This design comes from an exercise in tuning for small area on the open sky130 flow, not from production work.
Only simulation tests tie the RTL to the original design; equivalence was not proved.
Power is estimated from default activity; no workload was simulated.

==> design.v <==
module clkdivider( input PCLK, input PRESERN, output wire newclk, output wire rise );
reg[1:0] counter;
always@(posedge PCLK)
begin
    if(!PRESERN)
        counter <= 2'd0;
    else
        counter <= counter + 1;
end
assign newclk = counter[1];
assign rise = (counter == 2'b01);
endmodule
module clkdivider_vgaFlash(input PCLK, input PRESERN, output wire newclk, output wire rise );
reg[19:0] counter;
always@(posedge PCLK)
begin
    if(!PRESERN)
        counter <= 20'd0;
    else
        counter <= counter + 1;
end
assign newclk = counter[19];
assign rise = (counter == 20'h7FFFF);
endmodule
module halfclk( input PCLK, input PRESERN, input en, output wire newclk, output wire rise );
reg counter;
always@(posedge PCLK)
begin
    if(!PRESERN)
        counter <= 1'b0;
    else if(en)
        counter <= counter + 1;
end
assign newclk = counter;
assign rise = en & ~counter;
endmodule
module vgacontrol(  
input PCLK, 				 
input PRESERN, 				 
input PSEL, 				 
input PENABLE, 				 
output wire PREADY, 		 
output wire PSLVERR,		 
input PWRITE,				 
input [31:0] PADDR,			 
input wire [31:0] PWDATA,	 
output reg [31:0] PRDATA,	 
output HS, 
output VS, 
output reg vga_R,
output reg vga_G,
output reg vga_B,
input SW,
input SW2,
input SW3
);
assign PSLVERR = 0;
assign PREADY = 1;
reg [31:0] player1;
reg [31:0] player2;
reg [31:0] whichplayer;
reg [31:0] winner;
wire player1_score;
wire player2_score;
wire p1_p;
wire p2_p;
wire p_u;
wire win_out;
wire pwin_out1;
wire pwin_out2;
wire player1_write = (PSEL & PENABLE & PWRITE & (PADDR[11:0] == 12'h104));
wire player2_write = (PSEL & PENABLE & PWRITE & (PADDR[11:0] == 12'h108));
wire whichplayer_write = (PSEL & PENABLE & PWRITE & (PADDR[11:0] == 12'h114));
wire winner_write = (PSEL & PENABLE & PWRITE & (PADDR[11:0] == 12'h118));
wire SWDebounce;
wire SWDebounce2;
wire SWDebounce3;
wire pwin1_out;
wire pwin2_out;
wire quarterclk, quarter_rise;
wire flashclk, flash_rise, half_flash, half_rise, quarter_flash, quarter_flash_rise;
Button_Debouncer db1(PCLK, PRESERN, SW, SWDebounce);
Button_Debouncer db2(PCLK, PRESERN, SW2, SWDebounce2);
Button_Debouncer db3(PCLK, PRESERN, SW3, SWDebounce3);
always @(posedge PCLK) 		 
begin
    if(!PRESERN)
        PRDATA <= 32'd0;
    else if(PADDR[11:0] == 12'h100)
    begin
        PRDATA[31:1] <= 31'h00000000;				 
        PRDATA[0] <= SWDebounce; 	 
    end
    else if(PADDR[11:0] == 12'h104)
    begin				
        PRDATA <= player1;
    end
    else if(PADDR[11:0] == 12'h108)
    begin				
        PRDATA <= player2;
    end
    else if(PADDR[11:0] == 12'h10C)
    begin
        PRDATA[31:1] <= 31'h00000000;				 
        PRDATA[0] <= SWDebounce2; 
    end
    else if(PADDR[11:0] == 12'h114)
    begin				 
        PRDATA <= whichplayer; 
    end
    else if(PADDR[11:0] == 12'h118)
    begin
        PRDATA[31:1] <= 31'h00000000;				 
        PRDATA[0] <= SWDebounce3; 
    end
end
always @(posedge PCLK) 		 
begin
	if(!PRESERN)
    begin
        player1 <= 32'd0;
        player2 <= 32'd0;
        whichplayer <= 32'd0;
        winner <= 32'd0;
    end
    else if(player1_write)
        player1 <= PWDATA;
	else if(player2_write)
        player2 <= PWDATA;
    else if(whichplayer_write)
        whichplayer <= PWDATA;
    else if(winner_write)
        winner <= PWDATA;
end
wire inDisplayArea;
wire [9:0] CounterX;
wire [8:0] CounterY;
hvsync_generator syncgen(.clk(PCLK), .rst(PRESERN), .en(quarter_rise), .vga_h_sync(HS), .vga_v_sync(VS), 
                            .inDisplayArea(inDisplayArea), .CounterX(CounterX), .CounterY(CounterY));
wire border = (CounterX[9:3]==0) || (CounterX[9:3]==79) || (CounterY[8:3]==0) || (CounterY[8:3]==60) || (CounterX[9:3]==40) || (CounterX[9:3]==39);
scoreDraw sd1(player1, player1_score, 32'd16, 32'd22, CounterX, CounterY, 8'd1);
scoreDraw sd2(player2, player2_score, 32'd56, 32'd22, CounterX, CounterY, 8'd1);
pscoreDraw ps1(CounterX, CounterY, 2, 2, 0, p1_p);
pscoreDraw ps2(CounterX, CounterY, 42, 2, 1, p2_p);
whichDraw wd(CounterX, CounterY, whichplayer, p_u);
pwinDraw pw1(PCLK, CounterX, CounterY, 22, 2, 1, pwin1_out);
pwinDraw pw2(PCLK, CounterX, CounterY, 22, 2, 2, pwin2_out);
winnerDraw wn(PCLK, PRESERN, flash_rise, CounterX, CounterY, 10, 40, win_out);
wire R = (winner>0) ? (win_out | ((winner == 1) ? (pwin1_out  | (~win_out&~pwin1_out&flashclk)) : (~win_out&~pwin2_out&flashclk))) : (border | player1_score | player2_score | p1_p);
wire G = (winner>0) ? (win_out | ((winner == 1) ? (~win_out&~pwin1_out&half_flash) : (~win_out&~pwin2_out&half_flash))) : (border | player1_score | player2_score | p_u);
wire B = (winner>0) ? (win_out | ((winner == 2) ? (pwin2_out  | (~win_out&~pwin2_out&quarter_flash)) : (~win_out&~pwin1_out&quarter_flash))) : (border | player1_score | player2_score | p2_p);
clkdivider cd(PCLK, PRESERN, quarterclk, quarter_rise);
clkdivider_vgaFlash cdf(PCLK, PRESERN, flashclk, flash_rise);
halfclk hc1(PCLK, PRESERN, flash_rise, half_flash, half_rise);
halfclk hc2(PCLK, PRESERN, half_rise, quarter_flash, quarter_flash_rise);
always @(posedge PCLK)
begin
  if(!PRESERN)
  begin
    vga_R <= 1'b0;
    vga_G <= 1'b0;
    vga_B <= 1'b0;
  end
  else if(quarter_rise)
  begin
    vga_R <= R & inDisplayArea;
    vga_G <= G & inDisplayArea;
    vga_B <= B & inDisplayArea;
  end
end
endmodule
module hvsync_generator(clk, rst, en, vga_h_sync, vga_v_sync, inDisplayArea, CounterX, CounterY);
input clk;
input rst;
input en;
output vga_h_sync, vga_v_sync;
output inDisplayArea;
output [9:0] CounterX;
output [8:0] CounterY;
reg [9:0] CounterX;
reg [8:0] CounterY;
wire CounterXmaxed = (CounterX==10'h2FF);
always @(posedge clk)
if(!rst)
	CounterX <= 0;
else if(en)
begin
if(CounterXmaxed)
	CounterX <= 0;
else
	CounterX <= CounterX + 1;
end
always @(posedge clk)
if(!rst)
	CounterY <= 0;
else if(en)
begin
if(CounterXmaxed) CounterY <= CounterY + 1;
end
reg	vga_HS, vga_VS;
always @(posedge clk)
if(!rst)
begin
	vga_HS <= 1'b0;
	vga_VS <= 1'b0;
end
else if(en)
begin
	vga_HS <= (CounterX[9:4]==6'h2D);  
	vga_VS <= (CounterY==500);  
end
reg inDisplayArea;
always @(posedge clk)
if(!rst)
	inDisplayArea <= 1'b0;
else if(en)
begin
if(inDisplayArea==0)
	inDisplayArea <= (CounterXmaxed) && (CounterY<480);
else
	inDisplayArea <= !(CounterX==639);
end
assign vga_h_sync = ~vga_HS;
assign vga_v_sync = ~vga_VS;
endmodule
module Button_Debouncer(
input clk,
input rst,  
input PB_in,  
output reg PB_out  
);
    reg [15:0] PB_cnt;  
    reg [1:0] sync;  
    always @(posedge clk)
        sync[1:0] <= {sync[0],~PB_in};
    wire PB_idle = (PB_out==sync[1]);  
    wire PB_cnt_max = &PB_cnt;  
    always @(posedge clk) 
    begin
        if(!rst)
        begin
            PB_cnt <= 16'd0;
            PB_out <= 1'b0;
        end
        else if(PB_idle)
            PB_cnt<= 16'd0;  
        else 
        begin
            PB_cnt<= PB_cnt + 16'd1;  
            if(PB_cnt_max)
            PB_out<= ~PB_out;  
        end
    end
endmodule
module draw(input [31:0]CounterX, input [31:0]CounterY, input [31:0]leftx, input [31:0]rightx, input [31:0]topy, input [31:0]boty, output box);  
    assign box = (((CounterX[9:3]>=leftx) && (CounterX[9:3]<(rightx))) && ((CounterY[8:3]>=topy) && (CounterY[8:3]<(boty))));
endmodule
module numbershift(input [31:0]number, output reg player_shift, input [31:0]x, input [31:0]y, input [31:0]CounterX, input [31:0]CounterY, input [7:0]scale);
    parameter S = 5; parameter C = 16; parameter O = 0; parameter R = 17; parameter E = 18; parameter P = 19; parameter Wl = 20; parameter Wr = 21; parameter N = 22;
    wire box1,box2,box3,box4,box5,box6,box7;    
    draw d1(CounterX, CounterY, x, x+(4 << scale), y, y+(1<<scale), box1);  
    draw d2(CounterX, CounterY, x, x+(4 << scale), y+(8 << scale), y+(8 << scale) + (1 << scale), box2);  
    draw d3(CounterX, CounterY, x, x+(1<<scale), y, y+(4 << scale) + (1 << scale), box3);  
    draw d4(CounterX, CounterY, x, x+(1<<scale), y+(4 << scale), y+(8 << scale) + (1 << scale), box4);  
    draw d5(CounterX, CounterY, x+(4 << scale) - (1 << scale), x+(4 << scale), y, y+(4 << scale) + (1 << scale), box5);  
    draw d6(CounterX, CounterY, x+(4 << scale) - (1 << scale), x+(4 << scale), y+(4 << scale), y+(8 << scale) + (1 << scale), box6);  
    draw d7(CounterX, CounterY, x, x+(4 << scale), y+(4 << scale), y+(4 << scale) + (1 << scale), box7);  
    always @*
    begin
        if(number == 32'd0)
            player_shift = box1 | box2 | box3 | box4 | box5 | box6;
        else if(number == 32'd1)
            player_shift = box3 | box4;
         else if(number == 32'd2)
            player_shift = box1 | box5 | box7 | box4 | box2;
         else if(number == 32'd3)
            player_shift = box1 | box5 | box7 | box6 | box2;
         else if(number == 32'd4)
            player_shift = box3 | box5 | box6 | box7;
         else if(number == 32'd5)
            player_shift = box1 | box2 | box3 | box6 | box7;        
         else if(number == 32'd6)
            player_shift = box1 | box2 | box3 | box4 | box6 | box7;        
         else if(number == 32'd7)
            player_shift = box1 | box5 | box6;        
         else if(number == 32'd8)
            player_shift = box1 | box2 | box3 | box4 | box5 | box6 | box7;        
         else if(number == 32'd9)
            player_shift = box1 | box3 | box5 | box6 | box7;
         else if(number == 32'd16)
            player_shift = box1 | box2 | box3 | box4;
         else if(number == 32'd17)
            player_shift = box1 | box3 | box4;
         else if(number == 32'd18)
            player_shift = box1 | box2 | box3 | box4 | box7;  
         else if(number == 32'd19)
            player_shift = box1 | box3 | box4 | box5 | box7;
         else if(number == 32'd20)
            player_shift = box2 | box3 | box4 | box6;
         else if(number == 32'd21)
            player_shift = box2 | box5 | box6;         
         else if(number == 32'd22)
            player_shift = box1 | box3 | box4 | box5 | box6;
         else
            player_shift = 0;
    end
endmodule
module scoreDraw(input [31:0]number, output reg player_shift, input [31:0]x, input [31:0]y, input [31:0]CounterX, input [31:0]CounterY, input [7:0]scale);
    wire player_shift1, player_shift2, player_shift3;
    numbershift n1(number, player_shift1, x, y, CounterX, CounterY, scale);
    numbershift n2(32'd1, player_shift2, x-5, y, CounterX, CounterY, scale);
    numbershift n3(number-10, player_shift3, x+5, y, CounterX, CounterY, scale);
    always @*
    begin
        if(number < 10 || number >15)
            player_shift = player_shift1;
        else
            player_shift = player_shift2 | player_shift3;
    end
endmodule
module pscoreDraw(input [31:0]CounterX, input [31:0]CounterY, input [31:0]x, input [31:0]y, input player, output player_shift);
    parameter spacing = 5;
    wire p, one_two, s, c, o, r, e;
    numbershift ns1(19, p, x, y, CounterX, CounterY, 0);  
    numbershift ns2(player+1, one_two, x+5, y, CounterX, CounterY, 0);  
    numbershift ns3(5, s, x+12, y, CounterX, CounterY, 0);  
    numbershift ns4(16, c, x+17, y, CounterX, CounterY, 0);  
    numbershift ns5(0, o, x+22, y, CounterX, CounterY, 0);  
    numbershift ns6(17, r, x+27, y, CounterX, CounterY, 0);  
    numbershift ns7(18, e, x+32, y, CounterX, CounterY, 0);  
    assign player_shift = p | one_two | s | c | o | r | e;
endmodule
module winnerDraw(input clk, input rst, input en, input [31:0]CounterX, input [31:0]CounterY, input [31:0]x, input [31:0]y, output win_out);
    wire w1, w2, i, n1, n2, e, r;
    reg tiny;
    always@(posedge clk)
    begin
        if(!rst)
            tiny <= 1'b0;
        else if(en)
            tiny <= ~tiny;
    end
    numbershift ns1(20, w1, x, y, CounterX, CounterY, 1);  
    numbershift ns2(21, w2, x+7, y, CounterX, CounterY, 1);  
    numbershift ns3(1, i, x+20, y, CounterX, CounterY, 1);  
    numbershift ns4(22, n1, x+26, y, CounterX, CounterY, 1);  
    numbershift ns5(22, n2, x+36, y, CounterX, CounterY, 1);  
    numbershift ns6(18, e, x+46, y, CounterX, CounterY, 1);  
    numbershift ns7(17, r, x+56, y, CounterX, CounterY, 1);  
    assign win_out = (w1 | w2 | i | n1 | n2 | e | r) & tiny;
endmodule
module pwinDraw(input clk, input [31:0]CounterX, input [31:0]CounterY, input [31:0]x, input [31:0]y, input [31:0]winner, output pwin_out);
    parameter spacing = 5;
    wire p, num;
    numbershift ns1(19, p, x, y, CounterX, CounterY, 2);  
    numbershift ns2(winner, num, x+24, y, CounterX, CounterY, 2);  
    assign pwin_out = (p | num);
endmodule
module whichDraw(input [31:0]CounterX, input [31:0]CounterY, input [31:0]player, output underline);
    wire box1, box2;
    draw d1(CounterX, CounterY, 2, 38, 12, 13, box1);
    draw d2(CounterX, CounterY, 43, 78, 12, 13, box2);
    assign underline = (player[0]) ? box2: box1;
endmodule
==> run.sh <==
#!/bin/bash
# synth_recipe.tcl (not shown) runs the flow's synth.tcl, then flattens the netlist and writes it again
# the make line also repeats each setting of config.mk as NAME=value (left out here)
make -C /OpenROAD-flow-scripts/flow DESIGN_CONFIG=/design/flow/config.mk WORK_HOME=/design/flow/orfs CLKGATE_MAP_FILE= SYNTH_SCRIPT=/design/flow/synth_recipe.tcl finish
==> config.mk <==
export PLATFORM = sky130hd
export DESIGN_NAME = vgacontrol
export DESIGN_NICKNAME = vgacontrol
export VERILOG_FILES = /design/flow/design.v
export SDC_FILE = /design/flow/constraint.sdc
export NUM_CORES = 4
export LEC_CHECK = 0
export CAP_MARGIN = 20
export CORE_MARGIN = 2
export CORE_UTILIZATION = 40
export PLACE_DENSITY = 0.6
export SLEW_MARGIN = 20
==> constraint.sdc <==
create_clock -name core_clock -period 10.0 [get_ports {PCLK}]
set_input_delay 2.0000 -clock core_clock [delete_from_list [all_inputs] [get_ports {PCLK}]]
set_output_delay 2.0000 -clock core_clock [all_outputs]
set_load 0.01 [all_outputs]
==> summary.md <==
| Metric | Value |
|---|---|
| Final Max Tran Viols | `0` |
| Most common cell in the synthesized netlist | `nand2_1` |
| # IOs | `111` |
| Synth Cell Area | `0.0144 mm2` |
| Top_reg_cell synth | `dfxtp_1` |
| Slew headroom | `0.329` |
| Leak | `5.47 nW` |
| Clock sink count | `267` |
| Hold Path Depth | `0` |
| DR pass1 iterations | `6` |
| Clock buffer depth | `3` |
| Final net count | `1959` |
| Max Cap Viol | `0` |
| Tot GR Track Use | `0.236` |
| Die W | `194 um` |
| H-tree depth | `1` |
| Commonest cells post-synth | `nand2_1, dfxtp_1, a21boi_0` |
| Root Driver | `clkbuf_16` |
| Largest family of logic cells by synthesized area | `simple AND/OR/NAND/NOR gates` |
| Vias in the first global route | `12917` |
| CTS Hold Bufs | `0` |
| Drt drc | `0` |
| Multi-input logic area | `0.00850 mm2` |
| Worst Tran Pin Value | `0.996 ns` |
| CP required | `10.47 ns` |
| Synth cell types | `86` |
| Die ar. | `0.0376 mm2` |
| Outcome | `finished clean` |
| Register area share after synthesis | `0.370` |
| Avg WL per Cell | `19.5 um` |
| Antenna violations before repair | `3` |
| Number of synthesized register bits | `267` |
| Port buffer count | `88` |
| Die Ht | `194 um` |
| Gr ovfl total | `0` |
| First-pass GRT wire length | `73100 um` |
| Fillers | `3566` |
| Core Footprint | `0.0356 mm2` |
| Mux contribution to synthesized area | `0.0101` |
| CTS tree | `built` |
| Vias | `13798` |
| Layout area overhead | `15.1%` |
| Crit end category | `flip-flop` |
| VDD IR-drop max | `0.129 mV` |
| Post-synth EDFFs | `0` |
| Share of flip-flops with an asynchronous set or reset | `0` |
| Pwr/cell area | `137 mW/mm2` |
| Startpoint Class | `flip-flop` |
| Seq. cell area | `0.00535 mm2` |
| Reg2reg start | `syncgen.CounterY[7]` |
| Starting Density | `0.406` |
| Share of post-route cells with drive strength above 1 | `0.0527` |
| Fin crit share | `0.430` |
| Ys Warns | `43` |
| Placer Congestion | `0.945` |
| Synthesized Nets | `1951` |
| Period minus WS final | `4.30 ns` |
| Vias/cell | `5.85` |
| RSZ-0062 raised after global routing | `no` |
| Post-synthesis compound-gate area fraction | `0.225` |
| Post-synthesis adder-cell area fraction | `0.00866` |
| Reg clk slew, reported paths | `0.06 ns` |
| Util after Layout | `0.467` |
| Clock skew | `0.0397 ns` |
| Final Hold Viols | `0` |
| Post-synthesis cell count | `1869` |
| Crit path DAT | `4.77 ns` |
| Largest net degree at the start of global routing | `131` |
| Yosys top cell by area | `dfxtp_1` |
| Setup Fix Bufs, Post-CTS | `0` |
| XOR/XNOR Fraction of Synth Area | `0.0491` |
| Hold Crit Class | `reg -> reg` |
| Worst skew pair latency | `0.59 ns` |
| Avg Cell Area, Syn | `7.73 um2` |
| Final setup fails | `0` |
| Post-cts sizing count | `0` |
| CTS buffer count | `29` |
| Drt total wl | `46000 um` |
| Top cell type's share of synthesized area | `0.370` |
| CP Launch Point | `syncgen.CounterY[7]` |
| Worst-case reg-to-reg path depth | `9` |
| Post-route setup TNS | `0 ns` |
| Post-route ant nets | `0` |
| Hold_sp | `db3.sync[0]` |
| DP HPWL | `30900 um` |
| Max Fclk | `0.233 GHz` |
| Critical path type | `reg -> reg` |
| Simple-gate share of the synthesized area | `0.292` |
| Top post-synthesis cells by area | `dfxtp_1, nand2_1, a21boi_0` |
| # rows | `69` |
| DRT iter0 DRCs | `1293` |
| Critical Path Fanout Max | `24` |
==> critical path: stages, from the launching register on <==
cell and delay (ns):
dfxtp_1 0.94, nor2b_1 0.85, o21ai_0 0.45, a211oi_1 0.43, nor3_1 0.13, or4b_1 0.49
a21oi_1 0.33, a41oi_1 0.15, and4_1 0.29, o22ai_1 0.16
==> sequential cells by signal (all words and copies together), names as in the netlist, 2 cells and up <==
| signal | count |
|---|---|
| syncgen.CounterY | 9 |
| player1 | 32 |
| player2 | 32 |
| db2.PB_cnt | 16 |
| whichplayer | 32 |
| db1.sync | 2 |
| PRDATA | 32 |
| winner | 32 |
| db3.sync | 2 |
| db1.PB_cnt | 16 |
| syncgen.CounterX | 10 |
| cdf.counter | 20 |
| db2.sync | 2 |
| cd.counter | 2 |
| db3.PB_cnt | 16 |
==> stage by stage <==
stage | power (mW) | worst slack, ns | cells | instance area, um2 | hold slack [ns]
2_1_floorplan | 1.13 | 6.21 | 1869 | 14400 | 0.310
6_report | 2.28 | 5.70 | 2360 | 16600 | 0.327
3_3_place_gp | 1.16 | 5.28 | 2307 | 15600 | 0.314
5_1_grt | 2.36 | 5.46 | 2359 | 16600 | 0.336
3_5_place_dp | 1.16 | 5.23 | 2307 | 15600 | 0.316
4_1_cts | 2.31 | 5.82 | 2359 | 16600 | 0.330
==> layout make-up <==
class	instances	area share
Clock buffer	44	0.0537
Timing Repair Buffer	112	0.0639
Multi-Input combinational cell	1438	0.511
Antenna cell	1	0.000151
Clock inverter	8	0.00850
Tap cell	461	0.0347
Sequential cell	267	0.321
Inverter	29	0.00655
==> kinds of logic (layout without fill, tap and decap cells) <==
family          count (synthesis)  after routing
other cells                     2              3
simple gates                  873            873
buf+inv                       164            193
mux                            14             14
compound gates                458            458
xor+xnor                       81             81
flops                         267            267
fa+ha+maj                      10             10
==> metal layers <==
metal | part of all wire | global-route usage | up-vias
met5 | 0.00057 | 0 | -
met2 | 0.46 | 0.388 | 457
met1 | 0.45 | 0.322 | 6552
met3 | 0.059 | 0.0327 | 85
li1 | - | - | 6700
met4 | 0.024 | 0.0671 | 4
==> layout by cell type, fill, tap and decap left out, types with 30 or more instances in the layout <==
cell type | synthesis | routed
a21boi_0 | 134 | 134
a21oi_1 | 87 | 87
a222oi_1 | 31 | 31
clkdlybuf4s50_1 | 0 | 87
dfxtp_1 | 267 | 267
nand2_1 | 389 | 389
nand3_1 | 53 | 53
nand4_1 | 35 | 35
nor2_1 | 124 | 123
nor2b_1 | 30 | 30
nor3_1 | 47 | 45
nor4_1 | 35 | 31
o21ai_0 | 56 | 56
xnor2_1 | 41 | 41
xor2_1 | 40 | 40
==> path summary, 6_finish.rpt <==
kind,slack [ns],endpoint
worst min register to register,0.33,db3.sync[1]
worst max register to register,5.70,vga_G
worst min-delay path,0.33,db3.sync[1]
worst max-delay path,5.70,vga_G
==> report_power, final <==
group          switching, mW  internal [mW]  total [mW]
sequential           0.00396           1.07        1.07
clock                  0.451          0.693        1.14
combinational         0.0357         0.0316      0.0673
total                  0.490           1.79        2.28

## re-timing with driven ports
The flow's constraints put no driver on any port. The routed layout listed below was extracted and timed again, unchanged, in two steps. Step 1 sets driving cells, clkbuf_16 on the clock port and buf_2 on the other inputs (assumed; they add their load-dependent delay and slew). Step 2 moves the port delays by t, midway between the first and last clock arrival at a register: inputs arrive t later, outputs are due t later. That takes back most of the time a late clock gives input paths. a / b / c = no drivers / after step 1 / after step 2; a / b = the first two.
t, ns: 0.618
setup slack, ns: 5.700 / 5.700 / 5.220
worst setup path after step 2: input to register
After both steps this run still meets setup and hold. The setup slack of this run moves by 0.000 ns with the drivers and by -0.480 ns with both steps.
